This design comes from an exercise in tuning for small area on the open sky130 flow, not from production work.
The RTL was checked by simulation tests, not by an equivalence proof against the original design.
The clock port is modelled as an ideal driver; clocking choices that lean on that would not hold on a real chip.
Power and IR drop assume default switching activity.

<file path="flow/design.v">
module alu_regs(
    input  wire        clk,
    input  wire [63:0] op1,
    input  wire [63:0] op2,
    input  wire [3:0]  alu_ctrl,
    output reg  [63:0] result,
    output reg         zero
);
    reg  [63:0] op1_q, op2_q;
    reg  [3:0]  alu_ctrl_q;
    wire [63:0] alu_result;
    wire        alu_zero;
    alu alu_inst (
        .op1(op1_q),
        .op2(op2_q),
        .alu_ctrl(alu_ctrl_q),
        .result(alu_result),
        .zero(alu_zero)
    );
    always @(posedge clk) begin
        op1_q      <= op1;
        op2_q      <= op2;
        alu_ctrl_q <= alu_ctrl;
        result     <= alu_result;
        zero       <= alu_zero;
    end
endmodule

module base_alu(
    input  wire [63:0] op1, op2,
    input  wire [3:0]  alu_ctrl,
    output wire [63:0] result
);
    wire c0 = alu_ctrl == 4'd0;    
    wire c1 = alu_ctrl == 4'd1;    
    wire c2 = alu_ctrl == 4'd2;    
    wire c3 = alu_ctrl == 4'd3;    
    wire c4 = alu_ctrl == 4'd4;    
    wire c5 = alu_ctrl == 4'd5;    
    wire c6 = alu_ctrl == 4'd6;    
    wire c7 = alu_ctrl == 4'd7;    
    wire c8 = alu_ctrl == 4'd8;    
    wire c9 = alu_ctrl == 4'd9;    
    wire c10 = alu_ctrl == 4'd10;  
    wire sub = c1 | c6 | c7;
    wire arith = c0 | c1 | c6 | c7;
    wire [63:0] bx = (op2 ^ {64{sub}}) | {64{c5}};
    wire [63:0] p = op1 ^ bx;
    wire [63:0] g = op1 & bx & {64{arith}};
    localparam K = 8;
    wire [64:0] c;
    wire [63:0] gl, pl;
    wire [64/K:0] cb;
    assign cb[0] = sub;
    genvar i;
    generate
        for (i = 0; i < 64; i = i + 1) begin : g_carry
            if (i % K == 0) begin : g_first
                assign gl[i] = g[i];
                assign pl[i] = p[i];
            end else begin : g_next
                assign gl[i] = g[i] | (p[i] & gl[i-1]);
                assign pl[i] = p[i] & pl[i-1];
            end
            assign c[i+1] = gl[i] | (pl[i] & cb[i/K]);
            if (i % K == K - 1) begin : g_blk
                assign cb[i/K+1] = c[i+1];
            end
        end
    endgenerate
    assign c[0] = sub;
    wire [63:0] sum = p ^ c[63:0];
    wire ltu = ~c[64];
    wire lts = (op1[63] ^ op2[63]) ? op1[63] : ltu;
    wire [63:0] rin;
    generate
        for (i = 0; i < 64; i = i + 1) begin : g_rev
            assign rin[i] = (c8 & op1[63-i]) | ((c9 | c10) & op1[i]);
        end
    endgenerate
    wire fill = c10 & op1[63];
    wire [63:0] sr = $signed({fill, rin}) >>> op2[5:0];
    wire [63:0] sl;
    generate
        for (i = 0; i < 64; i = i + 1) begin : g_rev2
            assign sl[i] = sr[63-i];
        end
    endgenerate
    wire [63:0] ab = op1 & op2;
    assign result = ({64{c0 | c1 | c4 | c5}} & sum)
                  | ({64{c2 | c3}} & ab)
                  | ({64{c3}} & p)
                  | {63'd0, (c6 & lts) | (c7 & ltu)}
                  | ({64{c8}} & sl)
                  | ({64{c9 | c10}} & sr);
endmodule
module alu(
    input  wire [63:0] op1, op2,
    input  wire [3:0]  alu_ctrl,
    output wire [63:0] result,
    output wire        zero
);
    wire [63:0] base_result;
    base_alu base_alu_inst (
        .op1(op1),
        .op2(op2),
        .alu_ctrl(alu_ctrl),
        .result(base_result)
    );
    assign result = base_result;
    assign zero = ~|base_result;
endmodule
</file>
<file path="flow/flow/run.sh">
#!/bin/bash
# Own layout flow.
# 1. the standard synthesis (its netlist gives the register names).
# 2. flow/gen_netlist.py writes the same design as a hand-mapped netlist of
#    sky130 cells (same registers, same instance names and cell type); it
#    simulates the netlist against a model of the ALU first. If it fails, or
#    its registers differ from the standard synthesis's, the standard netlist
#    is kept.
# 3. the standard layout steps, with port buffers of the smallest buffer,
#    a clock tree of clkbuf_8 without dummy loads.
# Each tool's output goes to a log_*.txt file in the work folder.
set -euo pipefail
W=$(pwd)
RES=$W/orfs/results/$FLOW_PLATFORM/alu_regs/base
LIB=$FLOW_HOME/platforms/$FLOW_PLATFORM/lib/sky130_fd_sc_hd__tt_025C_1v80.lib

bash standard.sh synth > $W/log_synth_standard.txt 2>&1
cp $RES/1_2_yosys.v $W/standard_1_2_yosys.v

regs() { grep -oE "sky130_fd_sc_hd__df[a-z0-9_]+ +\\\\[^ ]+" "$1" | sed 's/  */ /' | sort; }
if python3 $W/flow/gen_netlist.py $LIB $W/hand_1_2_yosys.v > $W/log_gen_netlist.txt 2>&1 \
   && diff <(regs $W/standard_1_2_yosys.v) <(regs $W/hand_1_2_yosys.v) > $W/log_regs_diff.txt 2>&1 \
   && [ "$(regs $W/hand_1_2_yosys.v | wc -l)" -gt 0 ]; then
  cp $W/hand_1_2_yosys.v $RES/1_2_yosys.v
  bash standard.sh do-1_synth > $W/log_synth_odb.txt 2>&1
  echo "using the hand-mapped netlist" > $W/log_netlist_choice.txt
else
  echo "using the standard netlist" > $W/log_netlist_choice.txt
fi

export BUFFER_PORTS_ARGS="-buffer_cell sky130_fd_sc_hd__buf_1"
export REMOVE_ABC_BUFFERS=1
export CTS_ARGS="-sink_clustering_enable -repair_clock_nets -dont_use_dummy_load -buf_list sky130_fd_sc_hd__clkbuf_8"
bash standard.sh ${FLOW_TARGET:-finish} > $W/log_layout.txt 2>&1
</file>
<file path="flow/flow/gen_netlist.py">
#!/usr/bin/env python3
"""Write alu_regs as a netlist of sky130_fd_sc_hd cells, mapped by hand.

usage: gen_netlist.py LIBERTY OUT.v

The registers are the standard synthesis's (same instance names and cell);
the logic between them is the ALU of rtl/base_alu.v and rtl/alu.v built from
hand-chosen cells:
  - adder: per-bit propagate/generate, carries rippled inside 8-bit blocks,
    block carries from a Kogge-Stone prefix network over the blocks;
  - logic operations from the adder's propagate/generate terms;
  - one right shifter (SLL through bit reversal at its input and output),
    stages alternating a22oi/o22ai so no inverters are needed;
  - result and zero flag.
Before writing, the netlist is simulated with the cells' liberty functions
against a model of the ALU; any mismatch aborts with exit status 1.
"""
import random
import re
import sys

P = "sky130_fd_sc_hd__"


class Netlist:
    def __init__(self):
        self.cells = []  # (type, name, {pin: net})
        self.n = 0

    def net(self, hint="n"):
        self.n += 1
        return f"{hint}_{self.n}"

    def add(self, typ, out_pin, ins, hint="n", out=None):
        o = out or self.net(hint)
        pins = dict(ins)
        pins[out_pin] = o
        self.cells.append((typ, None, pins))
        return o


N = Netlist()


def g(typ, out_pin, hint="n", **ins):
    return N.add(typ, out_pin, ins, hint)


# cell helpers (all drive strength 1; repair sizes them where timing needs)
def inv(a): return g("inv_2", "Y", A=a)
def nand2(a, b): return g("nand2_1", "Y", A=a, B=b)
def nor2(a, b): return g("nor2_1", "Y", A=a, B=b)
def and2(a, b): return g("and2_1", "X", A=a, B=b)
def nand3(a, b, c): return g("nand3_1", "Y", A=a, B=b, C=c)
def nor3(a, b, c): return g("nor3_1", "Y", A=a, B=b, C=c)
def nand4(a, b, c, d): return g("nand4_1", "Y", A=a, B=b, C=c, D=d)
def nor4(a, b, c, d): return g("nor4_1", "Y", A=a, B=b, C=c, D=d)
def xor2(a, b): return g("xor2_1", "X", A=a, B=b)
def xnor2(a, b): return g("xnor2_1", "Y", A=a, B=b)
def a21oi(a1, a2, b1): return g("a21oi_1", "Y", A1=a1, A2=a2, B1=b1)
def o21ai(a1, a2, b1): return g("o21ai_1", "Y", A1=a1, A2=a2, B1=b1)
def a21boi(a1, a2, b1n): return g("a21boi_1", "Y", A1=a1, A2=a2, B1_N=b1n)
def a22oi(a1, a2, b1, b2): return g("a22oi_1", "Y", A1=a1, A2=a2, B1=b1, B2=b2)
def o22ai(a1, a2, b1, b2): return g("o22ai_1", "Y", A1=a1, A2=a2, B1=b1, B2=b2)
def a22o(a1, a2, b1, b2): return g("a22o_1", "X", A1=a1, A2=a2, B1=b1, B2=b2)
def a221oi(a1, a2, b1, b2, c1):
    return g("a221oi_1", "Y", A1=a1, A2=a2, B1=b1, B2=b2, C1=c1)
def o221ai(a1, a2, b1, b2, c1):
    return g("o221ai_1", "Y", A1=a1, A2=a2, B1=b1, B2=b2, C1=c1)
def mux2i(a0, a1, s): return g("mux2i_1", "Y", A0=a0, A1=a1, S=s)
def drv(a, size): return g(f"inv_{size}", "Y", A=a)


W = 64
K = 8  # adder block size
FANOUT_UPSIZE = 5

# register outputs
A = [f"op1_q_{i}" for i in range(W)]
B = [f"op2_q_{i}" for i in range(W)]
C = [f"ctrl_q_{i}" for i in range(4)]

# ---------------------------------------------------------------- decode
# codes (C3 C2 C1 C0)
# sub: 1, 6, 7      notop: 5       arith_n (carries off): 3, 4, 5
# en_s: 0 1 3 4 5   en_ab: 2, 3    c8: 8   cR: 9, 10   c10: 10   c6, c7
# The registers drive the two decodes on the adder's critical path (sub,
# notop) and one inverter each; the rest of the decode uses those copies.
Cn = [inv(c) for c in C]
Cp = [inv(c) for c in Cn]
# Control nets with many loads are driven by strong inverters (drv), which
# the layout flow keeps (it removes buffers before placement).
# sub (1, 6, 7; 0 for 5; don't care for 8..15, where the sum is not used):
#   = (C0 | C2) & (C1 == C2)
sub_n = g("o21ai_2", "Y", A1=C[0], A2=C[2], B1=xnor2(C[1], C[2]))
sub_lo, sub_hi = drv(sub_n, 8), drv(sub_n, 8)   # bits 0..31, 32..63
sub = sub_lo
# The adder's second operand, per bit: op2 (ADD), ~op2 (SUB), 1 (NOT), as
# op2 ? t1 : t0 with t1 = !sub, t0 = sub | notop (sub is 0 for NOT); the
# inverting mux takes their complements: t1_n = sub, t0_n = !(sub | notop).
# t0 (1, 5, 6, 7; don't care for 8..15) = C1 ? C2 : C0
t0 = g("mux2_1", "X", A0=C[0], A1=C[2], S=C[1])
t0_n_lo, t0_n_hi = drv(t0, 8), drv(t0, 8)
C = Cp
t_c2c1 = and2(C[2], C[1])                       # 6, 7 (and 14, 15)
x21 = xor2(C[2], C[1])
arith_nw = and2(x21, g("or2_1", "X", A=C[2], B=C[0]))  # 3, 4, 5 (don't care 2, 8..15)
arith = drv(arith_nw, 4)
arith_n = drv(arith, 4)
# en_s: codes 0,1,3,4,5 -> C3=0 and not (2, 6, 7)
#   2 = 0010, 6 = 0110, 7 = 0111 : (C1 & !C0 & !C2) | (C2 & C1)
t_0010 = nor3(C[2], Cn[1], C[0])
en_s_n = drv(nor3(C[3], t_0010, t_c2c1), 4)
en_ab_n = drv(nor3(C[3], C[2], Cn[1]), 4)      # !(2, 3)
c8n = inv(nor4(Cn[3], C[2], C[1], C[0]))
c8a, c8b = drv(c8n, 4), drv(c8n, 4)             # 8: shifter input, result
cRn = nand2(nor2(Cn[3], C[2]), xor2(C[1], C[0]))
cRa, cRb = drv(cRn, 4), drv(cRn, 4)             # 9, 10
c10 = nor4(Cn[3], C[2], Cn[1], C[0])
c6 = nor4(C[3], Cn[2], Cn[1], C[0])
c7 = nor4(C[3], Cn[2], Cn[1], Cn[0])
C = [f"ctrl_q_{i}" for i in range(4)]

# ---------------------------------------------------------------- adder front
bxt = []   # op2 xor sub, or 1 for NOT
for i in range(W):
    lo = i < 32
    bxt.append(mux2i(t0_n_lo if lo else t0_n_hi, sub_lo if lo else sub_hi, B[i]))
gn = [nand2(A[i], bxt[i]) for i in range(W)]
# propagate polarity by position m in block: m = 0 or odd -> p_n, even >= 2 -> p
pp = {}
for i in range(W):
    m = i % K
    # p = (op1 | b) & !(op1 & b), sharing the generate term gn
    if m == 0 or m % 2 == 1:
        pp[i] = ("n", o21ai(A[i], bxt[i], gn[i]))
    else:
        pp[i] = ("p", g("o21a_1", "X", A1=A[i], A2=bxt[i], B1=gn[i]))

# ---------------------------------------------------------------- carries
# block-local prefix GL, PL: even m inverted, odd m true
GL = {}
PL = {}
for i in range(W):
    m = i % K
    pol, pv = pp[i]
    if m == 0:
        GL[i] = gn[i]          # inverted
        PL[i] = pv             # p_n, inverted
    elif m % 2 == 1:
        # inputs GL[i-1], PL[i-1] inverted; p_n
        GL[i] = o21ai(pv, GL[i - 1], gn[i])         # true
        PL[i] = nor2(pv, PL[i - 1])                 # true
    else:
        # inputs true; p true
        GL[i] = a21boi(pv, GL[i - 1], gn[i])        # inverted
        PL[i] = nand2(pv, PL[i - 1])                # inverted

nblk = W // K
# Block carries: a Kogge-Stone prefix network over the blocks' (generate,
# propagate) pairs, with the carry-in folded into block 0. Signals carry a
# polarity ("t" true, "n" inverted); each node picks the cell that takes its
# inputs' polarities, inverting an input only where they disagree.
_inv_cache = {}


def flip(s):
    net, pol = s
    if net not in _inv_cache:
        _inv_cache[net] = inv(net)
    return (_inv_cache[net], "n" if pol == "t" else "t")


def gnode(gh, ph, gl):
    """gh | ph & gl"""
    if ph[1] != gl[1]:
        gl = flip(gl)
    if ph[1] == "t":
        if gh[1] == "t":
            return (a21oi(ph[0], gl[0], gh[0]), "n")
        return (a21boi(ph[0], gl[0], gh[0]), "n")
    if gh[1] == "n":
        return (o21ai(ph[0], gl[0], gh[0]), "t")
    return (g("o21bai_1", "Y", A1=ph[0], A2=gl[0], B1_N=gh[0]), "t")


def pnode(ph, pl):
    """ph & pl"""
    if ph[1] != pl[1]:
        pl = flip(pl)
    if ph[1] == "t":
        return (nand2(ph[0], pl[0]), "n")
    return (nor2(ph[0], pl[0]), "t")


eG = []
eP = []
for j in range(nblk):
    last = j * K + K - 1      # odd m: GL, PL true
    if j == 0:
        eG.append((a22oi(GL[last], arith, PL[last], sub), "n"))
        eP.append(None)
    else:
        eG.append((nand2(GL[last], arith), "n"))
        eP.append(flip((PL[last], "t")))
# Kogge-Stone: every node drives at most two others
lvl = 0
while (1 << lvl) < nblk:
    d = 1 << lvl
    nG, nP = list(eG), list(eP)
    for j in range(d, nblk):
        nG[j] = gnode(eG[j], eP[j], eG[j - d])
        nP[j] = None if eP[j - d] is None else pnode(eP[j], eP[j - d])
    eG, eP = nG, nP
    lvl += 1
# each block's carry reaches its bits through two inverters, so the prefix
# network sees one load per block
cb = [(sub, sub_n)]
for j in range(nblk):
    x_, pol = eG[j]
    y_ = inv(x_)
    z_ = inv(y_)
    cb.append((z_, y_) if pol == "t" else (y_, z_))

# carry into each bit, with polarity
carry = {}
for i in range(W):
    m = i % K
    j = i // K
    if m == 0:
        carry[i] = ("t", cb[j][0])
    else:
        k = i - 1
        km = k % K
        if km % 2 == 1:   # GL, PL true
            carry[i] = ("n", a22oi(GL[k], arith, PL[k], cb[j][0]))
        else:             # GL, PL inverted
            carry[i] = ("t", o22ai(GL[k], arith_n, PL[k], cb[j][1]))

sum_n = []
for i in range(W):
    ppol, pv = pp[i]
    cpol, cv = carry[i]
    # sum = p ^ c; sum_n = !(p ^ c)
    if (ppol == "p") == (cpol == "t"):
        sum_n.append(xnor2(pv, cv))
    else:
        sum_n.append(xor2(pv, cv))

# ---------------------------------------------------------------- shifter
fill = and2(c10, A[W - 1])
x = [a22o(c8a, A[W - 1 - i], cRa, A[i]) for i in range(W)]   # true
xpol = "t"
for k in range(6):
    d = 1 << k
    sn = drv(B[k], 4)
    s = drv(inv(B[k]), 4)
    if xpol == "t":
        F = and2(s, fill) if d < 16 else drv(nand2(s, fill), 4)
        y = []
        for i in range(W):
            if i + d < W:
                y.append(a22oi(x[i + d], s, x[i], sn))
            else:
                y.append(a21oi(sn, x[i], F))
        xpol = "n"
    else:
        Fn = nand2(s, fill) if d < 16 else drv(and2(s, fill), 4)
        y = []
        for i in range(W):
            if i + d < W:
                y.append(o22ai(x[i + d], sn, x[i], s))
            else:
                y.append(o21ai(s, x[i], Fn))
        xpol = "t"
    x = y
assert xpol == "t"
sr = x

# ---------------------------------------------------------------- SLT / SLTU
ltu = cb[nblk][1]                       # no carry out of op1 - op2
p63n = pp[W - 1][1]
assert pp[W - 1][0] == "n"
p63 = inv(p63n)
# lt = c7 & ltu | c6 & (equal signs ? ltu : op1's sign) = k1 & ltu | k0,
# with the late ltu last
k1 = g("a21o_1", "X", A1=c6, A2=p63, B1=c7)
k0 = g("and3_1", "X", A=c6, B=p63n, C=A[W - 1])

# ---------------------------------------------------------------- result
res = []
for i in range(W):
    if i == 0:
        t2n = a221oi(sr[i], cRb, sr[W - 1 - i], c8b, k0)
        xn = g("o221a_1", "X", A1=sum_n[i], A2=en_s_n, B1=gn[i], B2=en_ab_n, C1=t2n)
        res.append(nand2(xn, nand2(k1, ltu)))
    else:
        t2n = a22oi(sr[i], cRb, sr[W - 1 - i], c8b)
        res.append(o221ai(sum_n[i], en_s_n, gn[i], en_ab_n, t2n))

z1 = [nor4(*res[4 * q:4 * q + 4]) for q in range(16)]
z2 = [nand4(*z1[4 * q:4 * q + 4]) for q in range(4)]
zero = nor4(*z2)


# ---------------------------------------------------------------- sizing
# Cells (other than the strong inverters) driving many loads get the next
# drive strength.
UPSIZE = {"nand2_1": "nand2_2", "nor2_1": "nor2_2", "a21oi_1": "a21oi_2",
          "o21ai_1": "o21ai_2", "a21boi_1": "a21boi_2", "o21bai_1": "o21bai_2",
          "a22oi_1": "a22oi_2", "o22ai_1": "o22ai_2", "inv_2": "inv_4",
          "and2_1": "and2_2", "mux2i_1": "mux2i_2"}
_fo = {}
for _t, _, _p in N.cells:
    for _pin, _n in _p.items():
        if _pin not in ("X", "Y"):
            _fo[_n] = _fo.get(_n, 0) + 1
for _k, (_t, _nm, _p) in enumerate(N.cells):
    _out = _p.get("Y", _p.get("X"))
    if _fo.get(_out, 0) >= FANOUT_UPSIZE and _t in UPSIZE:
        N.cells[_k] = (UPSIZE[_t], _nm, _p)


# ---------------------------------------------------------------- check
def parse_lib(path):
    txt = open(path).read()
    funcs = {}
    for cm in re.finditer(r'\bcell\s*\(\s*"?(\w+)"?\s*\)\s*\{', txt):
        name = cm.group(1)
        if not name.startswith(P):
            continue
        end = group_end(txt, cm.end())
        body = txt[cm.end():end]
        for pm in re.finditer(r'\bpin\s*\(\s*"?(\w+)"?\s*\)\s*\{', body):
            pend = group_end(body, pm.end())
            pb = body[pm.end():pend]
            top = re.sub(r"\{[^{}]*\}", "", pb)
            while "{" in top:
                top = re.sub(r"\{[^{}]*\}", "", top)
            if re.search(r'direction\s*:\s*"?output"?', top):
                fm = re.search(r'\bfunction\s*:\s*"([^"]+)"', top)
                if fm:
                    funcs[(name[len(P):], pm.group(1))] = fm.group(1)
    return funcs


def group_end(txt, start):
    depth = 1
    i = start
    while depth:
        j = txt.index("{", i) if "{" in txt[i:i + 1] else None
        m = re.compile(r"[{}]").search(txt, i)
        depth += 1 if m.group() == "{" else -1
        i = m.end()
    return i - 1


def pyexpr(f):
    f = f.replace("!", "~").replace("+", "|").replace("*", "&")
    f = re.sub(r"\)\s+\(", ")&(", f)
    return f


def simulate(funcs, a, b, c, nvec):
    mask = (1 << nvec) - 1
    val = {}
    for i in range(W):
        val[A[i]] = a[i]
        val[B[i]] = b[i]
    for i in range(4):
        val[C[i]] = c[i]
    for typ, _, pins in N.cells:
        outs = [p for p in pins if (typ, p) in funcs]
        assert len(outs) == 1, (typ, pins)
        op = outs[0]
        env = {p: val[n] for p, n in pins.items() if p != op}
        val[pins[op]] = eval(pyexpr(funcs[(typ, op)]), {}, env) & mask
    return val


def model(a, b, c):
    m = (1 << 64) - 1
    sa = a - (1 << 64) if a >> 63 else a
    sb = b - (1 << 64) if b >> 63 else b
    sh = b & 63
    r = {0: (a + b) & m, 1: (a - b) & m, 2: a & b, 3: a | b, 4: a ^ b,
         5: ~a & m, 6: int(sa < sb), 7: int(a < b), 8: (a << sh) & m,
         9: a >> sh, 10: (sa >> sh) & m}.get(c, 0)
    return r


def check(lib):
    funcs = parse_lib(lib)
    rnd = random.Random(12345)
    specials = [0, 1, (1 << 64) - 1, 1 << 63, (1 << 63) - 1, (1 << 63) + 1,
                (1 << 32) - 1, 1 << 32, 2, 0x5555555555555555, 0xAAAAAAAAAAAAAAAA]
    vecs = []
    for c in range(16):
        for sa in specials:
            for sb in specials:
                vecs.append((sa, sb, c))
    for _ in range(20000):
        c = rnd.randrange(16)
        kind = rnd.randrange(6)
        a = rnd.getrandbits(64)
        b = rnd.getrandbits(64)
        if kind == 1:
            b = a
        elif kind == 2:
            b = (a + rnd.randrange(-8, 9)) % (1 << 64)
        elif kind == 3:
            b = (~a + rnd.randrange(2)) % (1 << 64)
        elif kind == 4:
            a = rnd.choice(specials)
            b = rnd.getrandbits(6) | (rnd.getrandbits(58) << 6)
        vecs.append((a, b, c))
    nvec = len(vecs)
    a = [sum(((v[0] >> i) & 1) << k for k, v in enumerate(vecs)) for i in range(W)]
    b = [sum(((v[1] >> i) & 1) << k for k, v in enumerate(vecs)) for i in range(W)]
    c = [sum(((v[2] >> i) & 1) << k for k, v in enumerate(vecs)) for i in range(4)]
    val = simulate(funcs, a, b, c, nvec)
    bad = 0
    for k, (va, vb, vc) in enumerate(vecs):
        exp = model(va, vb, vc)
        got = sum(((val[res[i]] >> k) & 1) << i for i in range(W))
        z = (val[zero] >> k) & 1
        if got != exp or z != int(exp == 0):
            bad += 1
            if bad < 5:
                print(f"mismatch a={va:x} b={vb:x} c={vc} got={got:x} exp={exp:x} z={z}")
    print(f"checked {nvec} vectors, {bad} mismatches, {len(N.cells)} cells")
    return bad == 0


def area(lib):
    txt = open(lib).read()
    ar = {}
    for m in re.finditer(r'cell\s*\(\s*"?(\w+)"?\s*\)\s*\{.*?\barea\s*:\s*([\d.]+)', txt, re.S):
        ar[m.group(1)[len(P):]] = float(m.group(2))
    tot = sum(ar[t] for t, _, _ in N.cells)
    return tot + W * 3 * 20.0192 + 4 * 20.0192 + 20.0192


# ---------------------------------------------------------------- write
def esc(n):
    return "\\" + n + " " if re.search(r"[^A-Za-z0-9_]", n) else n


def write(path):
    nets = set()
    for _, _, pins in N.cells:
        nets.update(pins.values())
    nets.update(A + B + C)
    nets.add(zero)
    nets.update(res)
    lines = ["module alu_regs(clk, op1, op2, alu_ctrl, result, zero);",
             "  input clk;", "  input [63:0] op1;", "  input [63:0] op2;",
             "  input [3:0] alu_ctrl;", "  output [63:0] result;", "  output zero;"]
    for n in sorted(nets):
        lines.append(f"  wire {esc(n)};")
    def ff(name, d, q):
        lines.append(f"  {P}dfxtp_1 {esc(name)} (.CLK(clk), .D({d}), .Q({q}));")
    for i in range(4):
        ff(f"alu_ctrl_q[{i}]$_DFF_P_", f"alu_ctrl[{i}]", C[i])
    for i in range(W):
        ff(f"op1_q[{i}]$_DFF_P_", f"op1[{i}]", A[i])
    for i in range(W):
        ff(f"op2_q[{i}]$_DFF_P_", f"op2[{i}]", B[i])
    for i in range(W):
        ff(f"result[{i}]$_DFF_P_", res[i], f"result[{i}]")
    ff("zero$_DFF_P_", zero, "zero")
    for k, (typ, _, pins) in enumerate(N.cells):
        conn = ", ".join(f".{p}({esc(n)})" for p, n in pins.items())
        lines.append(f"  {P}{typ} g_{k} ({conn});")
    lines.append("endmodule")
    open(path, "w").write("\n".join(lines) + "\n")


def write_comb(path):
    """The logic alone, as module alu, for an equivalence check against rtl/."""
    nets = set()
    for _, _, pins in N.cells:
        nets.update(pins.values())
    lines = ["module alu(op1, op2, alu_ctrl, result, zero);",
             "  input [63:0] op1;", "  input [63:0] op2;",
             "  input [3:0] alu_ctrl;", "  output [63:0] result;", "  output zero;"]
    for n in sorted(nets - set(A + B + C)):
        lines.append(f"  wire {esc(n)};")
    for i in range(W):
        lines.append(f"  wire {A[i]} = op1[{i}];")
        lines.append(f"  wire {B[i]} = op2[{i}];")
        lines.append(f"  assign result[{i}] = {res[i]};")
    for i in range(4):
        lines.append(f"  wire {C[i]} = alu_ctrl[{i}];")
    lines.append(f"  assign zero = {zero};")
    for k, (typ, _, pins) in enumerate(N.cells):
        conn = ", ".join(f".{p}({esc(n)})" for p, n in pins.items())
        lines.append(f"  {P}{typ} g_{k} ({conn});")
    lines.append("endmodule")
    open(path, "w").write("\n".join(lines) + "\n")


if __name__ == "__main__":
    lib, out = sys.argv[1], sys.argv[2]
    ok = check(lib)
    print(f"area estimate (cells + flops, before layout): {area(lib):.1f}")
    if not ok:
        sys.exit(1)
    write(out)
    if len(sys.argv) > 3:
        write_comb(sys.argv[3])
</file>
<file path="flow/standard.sh">
#!/bin/bash
# synth_recipe.tcl (not shown) runs the flow's synth.tcl, then flattens the netlist and writes it again
# the make line also repeats each setting of config.mk as NAME=value (left out here)
make -C /OpenROAD-flow-scripts/flow DESIGN_CONFIG=/design/flow/config.mk WORK_HOME=/design/flow/orfs CLKGATE_MAP_FILE= SYNTH_SCRIPT=/design/flow/synth_recipe.tcl "${@:-finish}"
</file>
<file path="flow/config.mk">
export PLATFORM = sky130hd
export DESIGN_NAME = alu_regs
export DESIGN_NICKNAME = alu_regs
export VERILOG_FILES = /design/flow/design.v
export SDC_FILE = /design/flow/constraint.sdc
export NUM_CORES = 8
export LEC_CHECK = 0
export CAP_MARGIN = 20
export CORE_MARGIN = 2
export CORE_UTILIZATION = 60
export PLACE_DENSITY = 0.7
export SETUP_SLACK_MARGIN = 0.05
export SLEW_MARGIN = 20
</file>
<file path="flow/constraint.sdc">
create_clock -name core_clock -period 6.0 [get_ports {clk}]
set_input_delay 1.2000 -clock core_clock [delete_from_list [all_inputs] [get_ports {clk}]]
set_output_delay 1.2000 -clock core_clock [all_outputs]
set_load 0.01 [all_outputs]
</file>
==> flow_metrics.env, run 1 <==
export IMPL_final_nets=1699
export IMPL_r2r_start="alu_ctrl_q[1]"
export IMPL_finalCritPeriodShare=0.952
export IMPL_worst_ir_drop_vdd_uv=195
export IMPL_netlist_instances=1347
export IMPL_tritoncts_buffers=17
export IMPL_grt_most_used_layer="met2"
export IMPL_floorplan_core_area_mm2=0.0189
export IMPL_synth_warning_count=1
export IMPL_worst_hold_startpoint="op1_q[22]"
export IMPL_fillers=1598
export IMPL_global_route_usage_met1=0.553
export IMPL_cts_max_path_buffers=2
export IMPL_grtUsageTotal=0.414
export IMPL_seq_area_mm2=0.00394
export IMPL_maxClockFrequency_ghz=0.175
export IMPL_power_density_mw_per_mm2=251
export IMPL_clock_sink_count=197
export IMPL_timing_critical_path_fanout_max=32
export IMPL_drt_pre_antenna_iters=9
export IMPL_outcome="finished clean"
export IMPL_floorplan_die_area_mm2=0.0206
export IMPL_timing_final_max_slew_violations=0
export IMPL_worstSetupStartpoint="alu_ctrl_q[1]"
export IMPL_rsz0062_at_grt="false"
export IMPL_multi_input_comb_area_mm2=0.00739
export IMPL_power_total_uw=3270
export IMPL_seqPwrFrac=0.456
export IMPL_worstMarginPinSlew_ps=1030
export IMPL_area_delta_synth_final_pct=11.6
export IMPL_path_class="flip-flop to flip-flop"
export IMPL_skew_ps=35.5
export IMPL_setup_viol=0
export IMPL_synthesis_area_mm2=0.0117
export IMPL_crit_path_end_kind="flip-flop"
export IMPL_finalWorstPathRequiredPeriod_ps=5710
export IMPL_grt_antenna_before_repair=0
export IMPL_avgRoutedWirePerCell_um=24.4
export IMPL_die_outline_width_um=143
export IMPL_post_cts_clock_slew_at_the_launch_and_capture_registers_of_the_worst_setup_and_hold_paths_ps=90
export IMPL_clock_tree_from_tritoncts="done"
export IMPL_route_antenna_remaining_nets=0
export IMPL_worst_setup_path_start_kind="flip-flop"
export IMPL_post_route_cells_drive_above_1_share=0.0595
export IMPL_drc_errors=0
export IMPL_die_height_um=143
export IMPL_via_count_normalized_by_instance_count=7.39
export IMPL_combPwrFrac=0.346
export IMPL_utilization=0.689
export IMPL_root_buffer="sky130_fd_sc_hd__clkbuf_8"
export IMPL_timing_max_slew_rel_slack=0.306
export IMPL_hold_buffers=0
export IMPL_finalHoldViolations=0
export IMPL_fin_setup_tns_ps=0
export IMPL_insertedDiodeCount=0
export IMPL_holdCritPathClass="flip-flop to flip-flop"
export IMPL_netSwitchingFraction=0.371
export IMPL_core_rowCount=50
export IMPL_power_report_internal_total_uw=2050
export IMPL_power_switching_uw=1210
export IMPL_grt_start_max_net_pins=66
export IMPL_groute_layer_met3_usage=0.0883
export IMPL_non_filler_instance_count_after_layout=1824
export IMPL_cts_setup_buffers=0
export IMPL_leakage_uw=0.00453
export IMPL_cts_htree_levels=4
export IMPL_cp_required_ps=6360
export IMPL_vias=13484
export IMPL_placed_wire_length_estimate_mm=31.3
export IMPL_port_buffers=197
export IMPL_grt_overflow_total=0
export IMPL_ioPinCount=198
export IMPL_cp_data_arrival_time_ps=6070
export IMPL_clock_latency_ps=480
export IMPL_first_pass_grt_wire_length_mm=66.7
export IMPL_gp_congestion=1.05
export IMPL_post_synth_cell_area_avg_um2=8.66
export IMPL_maxCapViolCount=0
export IMPL_drt_iter0_drc=2292
export IMPL_vias_in_the_first_global_route=11980
export IMPL_clockPowerShare=0.198
export IMPL_drt_total_wl_mm=44.6
export IMPL_number_of_instances_in_the_placed_design=1807
export IMPL_met2_resource_use_gr=0.648
export IMPL_start_util=0.617
layer usage:
layer	wire length [µm]	vias up
met5	0	-
met1	17000	6191
li1	-	5996
met2	19500	1134
met4	2140	0
met3	5930	163
layout make-up:
cell class                      count  share of cell area
Multi-Input combinational cell   1084               0.568
Sequential cell                   197               0.303
Timing Repair Buffer              200              0.0586
Inverter                           66              0.0275
Tap cell                          260              0.0250
Clock buffer                       17              0.0180
power groups by stage:
stage | Sequential (µW) | Combinational [µW] | Clock [µW]
5_1_grt | 1500 | 1200 | 702
6_report | 1490 | 1130 | 646
3_3_place_gp | 1520 | 1050 | 0
2_1_floorplan | 1540 | 713 | 0
3_5_place_dp | 1520 | 1070 | 0
4_1_cts | 1490 | 1070 | 652
worst max-delay path, cell delays in order (launching register included):
cell and delay [ps]:
sky130_fd_sc_hd__dfxtp_1 450, sky130_fd_sc_hd__mux2_1 500, sky130_fd_sc_hd__inv_8 260, sky130_fd_sc_hd__mux2i_1 150
sky130_fd_sc_hd__o21ai_1 260, sky130_fd_sc_hd__o21ai_1 160, sky130_fd_sc_hd__a21boi_1 280, sky130_fd_sc_hd__o21ai_1 160
sky130_fd_sc_hd__a21boi_1 240, sky130_fd_sc_hd__o21ai_1 110, sky130_fd_sc_hd__a21boi_1 210, sky130_fd_sc_hd__o21ai_1 80
sky130_fd_sc_hd__a22oi_1 180, sky130_fd_sc_hd__buf_4 190, sky130_fd_sc_hd__inv_2 30, sky130_fd_sc_hd__a21oi_1 300
sky130_fd_sc_hd__inv_4 110, sky130_fd_sc_hd__a22oi_1 200, sky130_fd_sc_hd__xor2_1 160, sky130_fd_sc_hd__o221ai_1 180
sky130_fd_sc_hd__nor4_1 750, sky130_fd_sc_hd__nand4_1 310, sky130_fd_sc_hd__nor4_1 320
placed cells by master (no fill, tap or decap), types with 27 or more instances in the layout:
cell,instances
sky130_fd_sc_hd__a22oi_1,259
sky130_fd_sc_hd__dfxtp_1,197
sky130_fd_sc_hd__buf_1,197
sky130_fd_sc_hd__o22ai_1,182
sky130_fd_sc_hd__o21ai_1,124
sky130_fd_sc_hd__nand2_1,104
sky130_fd_sc_hd__xor2_1,66
sky130_fd_sc_hd__mux2i_1,64
sky130_fd_sc_hd__a22o_1,64
sky130_fd_sc_hd__o221ai_1,63
sky130_fd_sc_hd__nor2_1,39
sky130_fd_sc_hd__inv_4,32
sky130_fd_sc_hd__inv_2,30
sky130_fd_sc_hd__a21oi_1,27
worst paths after layout:
check	to	slack (ps)	cells after the start
setup / recovery	zero	290	22
hold / removal	result[22]	660	2
setup reg to reg	zero	290	22
hold reg to reg	result[22]	660	2
sequential cells by signal, indices dropped and copies added (netlist names):
signal      count
op1_q          64
op2_q          64
result         64
alu_ctrl_q      4
zero            1
stage by stage:
stage | cell area, µm² | setup slack (ps) | hold WS [ps]
floorplan | 11700 | 1600 | 588
global placement | 12700 | 645 | 623
detailed placement | 12700 | 408 | 643
CTS | 13000 | 282 | 639
global route | 13000 | 60.7 | 675
finish | 13000 | 286 | 661
repair_timing:
item,4_1_cts,5_1_grt
endpoints found under the setup margin,0,1
gates resized for setup,0,4
endpoints found under the hold margin,0,0
==> inputs of run 2 (changes only) <==
--- a/flow/flow/gen_netlist.py
+++ b/flow/flow/gen_netlist.py
@@ -255,5 +255,5 @@
     d = 1 << k
     sn = drv(B[k], 4)
-    s = drv(inv(B[k]), 4)
+    s = drv(sn, 4)
     if xpol == "t":
         F = and2(s, fill) if d < 16 else drv(nand2(s, fill), 4)
@@ -304,4 +304,19 @@
 
 
+# ---------------------------------------------------------------- cleanup
+# drop cells whose outputs drive nothing (e.g. an unused carry polarity)
+_keep = set(res) | {zero}
+while True:
+    _used = set(_keep)
+    for _t, _, _p in N.cells:
+        for _pin, _n in _p.items():
+            if _pin not in ("X", "Y"):
+                _used.add(_n)
+    _before = len(N.cells)
+    N.cells = [c for c in N.cells if c[2].get("Y", c[2].get("X")) in _used]
+    if len(N.cells) == _before:
+        break
+
+
 # ---------------------------------------------------------------- sizing
 # Cells (other than the strong inverters) driving many loads get the next
==> run 2 against run 1 <==
Critical endpoint unchanged. Cell area about the same. Highest routed layer unchanged. Die area down 0.19%. Setup slack worse by 7.9 ps. Wire length down 3.2%. Global-route usage down 1.1 points.
==> flow_metrics.env, run 2 <==
export IMPL_grt_antenna_before_repair=0
export IMPL_worst_setup_path_start_kind="flip-flop"
export IMPL_setup_viol=0
export IMPL_root_buffer="sky130_fd_sc_hd__clkbuf_8"
export IMPL_path_class="flip-flop to flip-flop"
export IMPL_dp_worst_setup_slack_ps=292
export IMPL_drt_pre_antenna_iters=9
export IMPL_grt_overflow_total=0
export IMPL_vias_in_the_first_global_route=11803
export IMPL_die_height_um=143
export IMPL_timing_critical_path_fanout_max=32
export IMPL_cp_data_arrival_time_ps=6080
export IMPL_timing_max_slew_rel_slack=0.504
export IMPL_leakage_uw=0.00452
export IMPL_grtUsageTotal=0.404
export IMPL_worst_r2r_endpoint="zero"
export IMPL_post_route_cells_drive_above_1_share=0.0583
export IMPL_placed_wire_length_estimate_mm=30.8
export IMPL_drt_total_wl_mm=43.1
export IMPL_rsz0062_at_grt="false"
export IMPL_clock_latency_ps=480
export IMPL_power_density_mw_per_mm2=252
export IMPL_worst_path_most_repeated_cell="sky130_fd_sc_hd__o21ai_1"
export IMPL_finalCritPeriodShare=0.954
export IMPL_floorplan_core_area_mm2=0.0189
export IMPL_insertedDiodeCount=0
export IMPL_crit_path_top_delay_cell="sky130_fd_sc_hd__mux2_1"
export IMPL_timing_final_max_slew_violations=0
export IMPL_synth_warning_count=1
export IMPL_rr_worst_depth=26
export IMPL_worst_ir_drop_vdd_uv=199
export IMPL_worst_hold_startpoint="op1_q[25]"
export IMPL_grt_start_max_net_pins=66
export IMPL_finalHoldViolations=0
export IMPL_min_to="result[25]"
export IMPL_die_outline_width_um=143
export IMPL_vias=13446
export IMPL_clock_sink_count=197
export IMPL_final_common_cell="sky130_fd_sc_hd__a22oi_1"
export IMPL_avgRoutedWirePerCell_um=23.7
export IMPL_floorplan_die_area_mm2=0.0205
export IMPL_finalWorstSetupSlack_ps=278
export IMPL_outcome="finished clean"
export IMPL_fin_setup_tns_ps=0
export IMPL_cp_required_ps=6360
export IMPL_tritoncts_buffers=17
export IMPL_start_util=0.616
export IMPL_skew_ps=35.2
export IMPL_finalWorstPathRequiredPeriod_ps=5720
export IMPL_maxClockFrequency_ghz=0.175
export IMPL_drc_errors=0
export IMPL_post_cts_clock_slew_at_the_launch_and_capture_registers_of_the_worst_setup_and_hold_paths_ps=100
export IMPL_holdCritPathClass="flip-flop to flip-flop"
export IMPL_netlist_instances=1341
export IMPL_cts_setup_buffers=0
export IMPL_worstMarginPinSlew_ps=743
export IMPL_gp_congestion=1.06
export IMPL_route_antenna_remaining_nets=0
export IMPL_cpPeakStageDelay_ps=500
export IMPL_biggest_registers_after_layout="op1_q x64, op2_q x64, result x64"
export IMPL_core_rowCount=50
export IMPL_drt_iter0_drc=2309
export IMPL_maxCapViolCount=0
export IMPL_holdPathStages=2
export IMPL_port_buffers=197
export IMPL_cts_htree_levels=4
export IMPL_r2r_start="alu_ctrl_q[1]"
export IMPL_cts_max_path_buffers=2
export IMPL_final_nets=1696
export IMPL_ioPinCount=198
export IMPL_non_filler_instance_count_after_layout=1821
export IMPL_via_count_normalized_by_instance_count=7.38
export IMPL_crit_path_end_kind="flip-flop"
export IMPL_synthesis_area_mm2=0.0116
export IMPL_most_common_layout_cells="259 x sky130_fd_sc_hd__a22oi_1, 197 x sky130_fd_sc_hd__dfxtp_1, 197 x sky130_fd_sc_hd__buf_1, 182 x sky130_fd_sc_hd__o22ai_1, 124 x sky130_fd_sc_hd__o21ai_1"
export IMPL_number_of_instances_in_the_placed_design=1804
export IMPL_r2r_slack_ps=280
export IMPL_area_delta_synth_final_pct=11.8
export IMPL_post_synth_cell_area_avg_um2=8.68
export IMPL_first_pass_grt_wire_length_mm=64.4
export IMPL_clock_tree_from_tritoncts="done"
==> run 2: how the worst max path moves through the flow <==
stage	startpoint	slack [ps]	endpoint
after floorplan	alu_ctrl_q[1]	1600	zero
after global placement	alu_ctrl_q[2]	460	zero
after detailed placement	alu_ctrl_q[2]	290	zero
after CTS	alu_ctrl_q[2]	210	zero
after global routing	alu_ctrl_q[1]	50	zero
final	alu_ctrl_q[1]	280	zero
==> run 2: critical path, delay by kind of cell, from the launching register on <==
family,cells,cell delay [ps]
simple gates,4,950
compound gates,13,2440
mux,2,640
xor+xnor,1,160
buf+inv,6,970
flops,1,430
==> run 2: area by class of cell <==
class,instances,area [µm²]
fillers,1636,5880
clock buffers,17,234
repair buffers,203,785
inverters,60,335
flip-flops and latches,197,3940
multi-input cells,1084,7390
well taps,260,325
==> run 2: routing by layer <==
| metal | GRT usage | vias up | wire (µm) |
|---|---|---|---|
| met5 | 0 | - | 0 |
| li1 | - | 6001 | - |
| met2 | 0.627 | 1084 | 18700 |
| met3 | 0.0976 | 173 | 5540 |
| met1 | 0.533 | 6188 | 16600 |
| met4 | 0.179 | 0 | 2240 |
==> run 2: what timing repair did <==
item,in CTS,in global routing
hold buffers,0,0
setup endpoints to repair,0,1
gates resized for setup,0,5
hold endpoints to repair,0,0
==> run 2: power by group <==
| group | total (µW) | internal [µW] | switching, µW |
|---|---|---|---|
| clock network | 652 | 251 | 401 |
| logic | 1130 | 386 | 747 |
| registers | 1490 | 1430 | 66.6 |
| total | 3280 | 2060 | 1210 |
==> run 2: through the flow <==
stage / hold WS [ps] / util / area [µm²] / power, µW
final: 654 / 0.689 / 13000 / 3280
after global routing: 704 / 0.689 / 13000 / 3420
after CTS: 650 / 0.687 / 13000 / 3230
after floorplan: 588 / - / 11600 / 2250
after global placement: 625 / 0.675 / 12700 / 2560
after detailed placement: 641 / 0.675 / 12700 / 2590
==> inputs of run 3 (changes only) <==
--- a/flow/flow/run.sh
+++ b/flow/flow/run.sh
@@ -8,5 +8,6 @@
 #    is kept.
 # 3. the standard layout steps, with port buffers of the smallest buffer,
-#    a clock tree of clkbuf_8 without dummy loads.
+#    a clock tree of clkbuf_8 without dummy loads, whose lightly loaded
+#    leaf buffers flow/leaf_resize.tcl then makes clkbuf_4.
 # Each tool's output goes to a log_*.txt file in the work folder.
 set -euo pipefail
@@ -32,3 +33,4 @@
 export REMOVE_ABC_BUFFERS=1
 export CTS_ARGS="-sink_clustering_enable -repair_clock_nets -dont_use_dummy_load -buf_list sky130_fd_sc_hd__clkbuf_8"
+export POST_CTS_TCL=$W/flow/leaf_resize.tcl
 bash standard.sh ${FLOW_TARGET:-finish} > $W/log_layout.txt 2>&1
==> flow/flow/leaf_resize.tcl (new file) <==
set leaf_limit 0.105
proc leaf_max_slew {inst} {
  set mx 0
  set net [get_nets -of_objects [get_pins -of_objects $inst -filter "direction==output"]]
  foreach p [get_pins -of_objects $net -filter "direction==input"] {
    foreach e {rise fall} {
      set s [get_property $p slew_max_$e]
      if {$s > $mx} { set mx $s }
    }
  }
  return $mx
}
if {[catch {
  set_propagated_clock [all_clocks]
  estimate_parasitics -placement
  foreach inst [get_cells clkbuf_*] {
    if {[get_property $inst ref_name] ne "sky130_fd_sc_hd__clkbuf_8"} { continue }
    set net [get_nets -of_objects [get_pins -of_objects $inst -filter "direction==output"]]
    set leaf 1
    foreach p [get_pins -of_objects $net -filter "direction==input"] {
      if {![string match "*/CLK" [get_full_name $p]]} { set leaf 0 }
    }
    if {!$leaf} { continue }
    replace_cell $inst sky130_fd_sc_hd__clkbuf_4
    estimate_parasitics -placement
    set s4 [leaf_max_slew $inst]
    if {$s4 > $leaf_limit} {
      replace_cell $inst sky130_fd_sc_hd__clkbuf_8
      estimate_parasitics -placement
      puts "leaf_resize: [get_full_name $inst] kept clkbuf_8 (clkbuf_4 slew $s4)"
    } else {
      puts "leaf_resize: [get_full_name $inst] -> clkbuf_4 (slew $s4)"
    }
  }
  unset_propagated_clock [all_clocks]
} err]} {
  puts "leaf_resize: skipped ($err)"
}
==> run 3 against run 2 <==
Clock skew is 1.7 ps lower. Critical path type unchanged. First-iteration DRC count is 3.2% higher. Clock power is 5.2% lower. Largest cell class unchanged. Still clean. Synthesized cell count stayed put. Worst hold slack hardly changed. Critical endpoint unchanged. Sequential cell count stayed put. Critical path depth is 2 lower. Die area stayed put. Fmax is 0.34% higher. Via count is 0.62% lower. Combinational power hardly changed. Sequential power hardly changed.
==> flow_metrics.env, run 3 <==
export IMPL_crit_path_depth=24
export IMPL_rsz0062_at_grt="false"
export IMPL_power_switching_uw=1210
export IMPL_port_buffers=197
export IMPL_area_delta_synth_final_pct=11.6
export IMPL_biggest_registers_after_layout="op1_q x64, op2_q x64, result x64"
export IMPL_vias_in_the_first_global_route=11803
export IMPL_grt_antenna_before_repair=0
export IMPL_path_cells="mux2_1 -> inv_8 -> mux2i_1 -> o21ai_1 -> o21ai_1 -> a21boi_1 -> o21ai_1 -> a21boi_1 -> o21ai_1 -> a21boi_1 -> o21ai_1 -> a22oi_1 -> buf_4 -> inv_2 -> a21oi_1 -> o21ai_1 -> inv_4 -> inv_2 -> a22oi_1 -> xor2_1 -> o221ai_1 -> nor4_2 -> nand4_1 -> nor4_1"
export IMPL_avgRoutedWirePerCell_um=23.6
export IMPL_rr_worst_depth=24
export IMPL_vias=13363
export IMPL_first_pass_grt_wire_length_mm=64.4
export IMPL_drt_pre_antenna_iters=9
export IMPL_post_synth_cell_area_avg_um2=8.68
export IMPL_maxCapViolCount=0
export IMPL_crit_path_end_kind="flip-flop"
export IMPL_met3RoutedLength_mm=5.37
export IMPL_drt_total_wl_mm=43.0
export IMPL_worst_setup_path_start_kind="flip-flop"
export IMPL_post_cts_clock_slew_at_the_launch_and_capture_registers_of_the_worst_setup_and_hold_paths_ps=100
export IMPL_timing_final_max_slew_violations=0
export IMPL_floorplan_core_area_mm2=0.0189
export IMPL_worstMarginPinSlew_ps=741
export IMPL_routedLengthMet1_mm=16.6
export IMPL_power_density_mw_per_mm2=250
export IMPL_drc_errors=0
export IMPL_skew_ps=33.4
export IMPL_timing_critical_path_fanout_max=32
export IMPL_finalWorstPathRequiredPeriod_ps=5700
export IMPL_cpPeakStageDelay_ps=510
export IMPL_final_hold_worst_slack_ps=654
export IMPL_timing_max_slew_rel_slack=0.506
export IMPL_outcome="finished clean"
export IMPL_synthesis_area_mm2=0.0116
export IMPL_leakage_uw=0.00451
export IMPL_most_common_layout_cells="259 x sky130_fd_sc_hd__a22oi_1, 197 x sky130_fd_sc_hd__dfxtp_1, 197 x sky130_fd_sc_hd__buf_1, 182 x sky130_fd_sc_hd__o22ai_1, 124 x sky130_fd_sc_hd__o21ai_1"
export IMPL_setup_viol=0
export IMPL_critPathTopFamily="compound AO/OA/AOI/OAI gates"
export IMPL_power_report_internal_total_uw=2040
export IMPL_clock_sink_count=197
export IMPL_clock_latency_ps=470
export IMPL_holdCritPathClass="flip-flop to flip-flop"
export IMPL_final_nets=1696
export IMPL_clock_tree_from_tritoncts="done"
export IMPL_netlist_instances=1341
export IMPL_ioPinCount=198
export IMPL_grt_start_max_net_pins=66
export IMPL_combPwrFrac=0.349
export IMPL_critical_path_buf_inv_count=5
export IMPL_worst_path_most_repeated_cell="sky130_fd_sc_hd__o21ai_1"
export IMPL_holdPathStages=2
export IMPL_crit_path_top_delay_cell="sky130_fd_sc_hd__nor4_2"
export IMPL_fin_setup_tns_ps=0
export IMPL_netSwitchingFraction=0.372
export IMPL_cp_data_arrival_time_ps=6050
export IMPL_maxClockFrequency_ghz=0.175
export IMPL_die_height_um=143
export IMPL_cp_required_ps=6350
export IMPL_seq_area_mm2=0.00394
export IMPL_placed_wire_length_estimate_mm=30.8
export IMPL_drt_iter0_drc=2383
export IMPL_post_route_cells_drive_above_1_share=0.0583
export IMPL_final_common_cell="sky130_fd_sc_hd__a22oi_1"
export IMPL_gp_congestion=1.06
export IMPL_fillers=1640
export IMPL_path_class="flip-flop to flip-flop"
export IMPL_clockPowerShare=0.191
export IMPL_route_antenna_remaining_nets=0
export IMPL_floorplan_die_area_mm2=0.0205
export IMPL_multi_input_comb_area_mm2=0.00739
export IMPL_finalCritPeriodShare=0.950
export IMPL_synth_warning_count=1
export IMPL_via_count_normalized_by_instance_count=7.34
export IMPL_core_rowCount=50
export IMPL_start_util=0.616
export IMPL_worst_ir_drop_vdd_uv=196
export IMPL_grtUsageTotal=0.404
export IMPL_grt_overflow_total=0
export IMPL_die_outline_width_um=143
export IMPL_seqPwrFrac=0.460
export IMPL_dr_wl_met2_mm=18.8
export IMPL_topRoutingLayerUsed="met4"
export IMPL_insertedDiodeCount=0
export IMPL_finalHoldViolations=0
-- run 3: power groups by stage --
stage | Clock (µW) | Sequential [µW] | Combinational, µW
after detailed placement | 0 | 1520 | 1070
final | 618 | 1490 | 1130
after global routing | 680 | 1500 | 1200
after floorplan | 0 | 1540 | 713
after global placement | 0 | 1520 | 1050
-- run 3: worst register-to-register path, cell delays in order, from the launching register on --
cell and delay [ps]:
sky130_fd_sc_hd__dfxtp_1 430, sky130_fd_sc_hd__mux2_1 500, sky130_fd_sc_hd__inv_8 260, sky130_fd_sc_hd__mux2i_1 150
sky130_fd_sc_hd__o21ai_1 250, sky130_fd_sc_hd__o21ai_1 150, sky130_fd_sc_hd__a21boi_1 210, sky130_fd_sc_hd__o21ai_1 110
sky130_fd_sc_hd__a21boi_1 220, sky130_fd_sc_hd__o21ai_1 110, sky130_fd_sc_hd__a21boi_1 220, sky130_fd_sc_hd__o21ai_1 80
sky130_fd_sc_hd__a22oi_1 210, sky130_fd_sc_hd__buf_4 220, sky130_fd_sc_hd__inv_2 40, sky130_fd_sc_hd__a21oi_1 400
sky130_fd_sc_hd__o21ai_1 190, sky130_fd_sc_hd__inv_4 140, sky130_fd_sc_hd__inv_2 70, sky130_fd_sc_hd__a22oi_1 200
sky130_fd_sc_hd__xor2_1 170, sky130_fd_sc_hd__o221ai_1 180, sky130_fd_sc_hd__nor4_2 510, sky130_fd_sc_hd__nand4_1 290
sky130_fd_sc_hd__nor4_1 270
-- run 3: cell type report --
cell class / instances / area share
repair buffers: 203 / 0.0604
well taps: 260 / 0.0250
clock buffers: 17 / 0.0161
inverters: 60 / 0.0258
multi-input cells: 1084 / 0.569
flip-flops and latches: 197 / 0.304
-- run 3: metal layers --
metal  global-route usage  vias up
met5                    0        -
met4                0.179        0
met1                0.533     6141
met2                0.627     1058
li1                     -     5992
met3               0.0976      172
-- run 3: final timing paths --
kind                            slack, ps          start    endpoint
worst max-delay path                  300  alu_ctrl_q[1]        zero
worst min-delay path                  650      op1_q[18]  result[18]
worst max register to register        300  alu_ctrl_q[1]        zero
worst min register to register        650      op1_q[18]  result[18]
-- run 3: through the flow --
step	util	instances	setup WS [ps]	instance area [µm²]	total power (µW)
floorplan	-	1341	1600	11600	2250
global placement	0.675	1804	459	12700	2560
detailed placement	0.675	1804	292	12700	2590
global route	0.688	1821	48.7	13000	3380
finish	0.688	1821	298	13000	3240

==> re-timing with driven ports <==
No port has a modelled driver above. Below, the same layouts with a new extraction and two added sets of constraints.
Step 1 (the two cells are an assumption about what drives the block):
set clk [get_ports {clk}]
set_driving_cell -lib_cell sky130_fd_sc_hd__clkbuf_16 $clk
set_driving_cell -lib_cell sky130_fd_sc_hd__buf_2 [delete_from_list [all_inputs] $clk]
Step 2 adds t to the input delays and takes it off the output delays; t is the mean of the earliest and latest rising clock arrival at the registers after step 1. Input paths then give back, and output paths get back, about the clock's delay inside the block.
Slacks: no drivers / after step 1 / after step 2; pairs: no drivers / after step 1.
run | t (ns) | setup slack, ns | clock arrival spread, ns
run 1 | 0.502 | 0.286 / 0.286 / 0.286 | 0.036 / 0.036
run 2 | 0.506 | 0.278 / 0.278 / 0.278 | 0.035 / 0.035
run 3 | 0.497 | 0.298 / 0.298 / 0.298 | 0.034 / 0.033
After both steps every run listed still meets setup and hold.
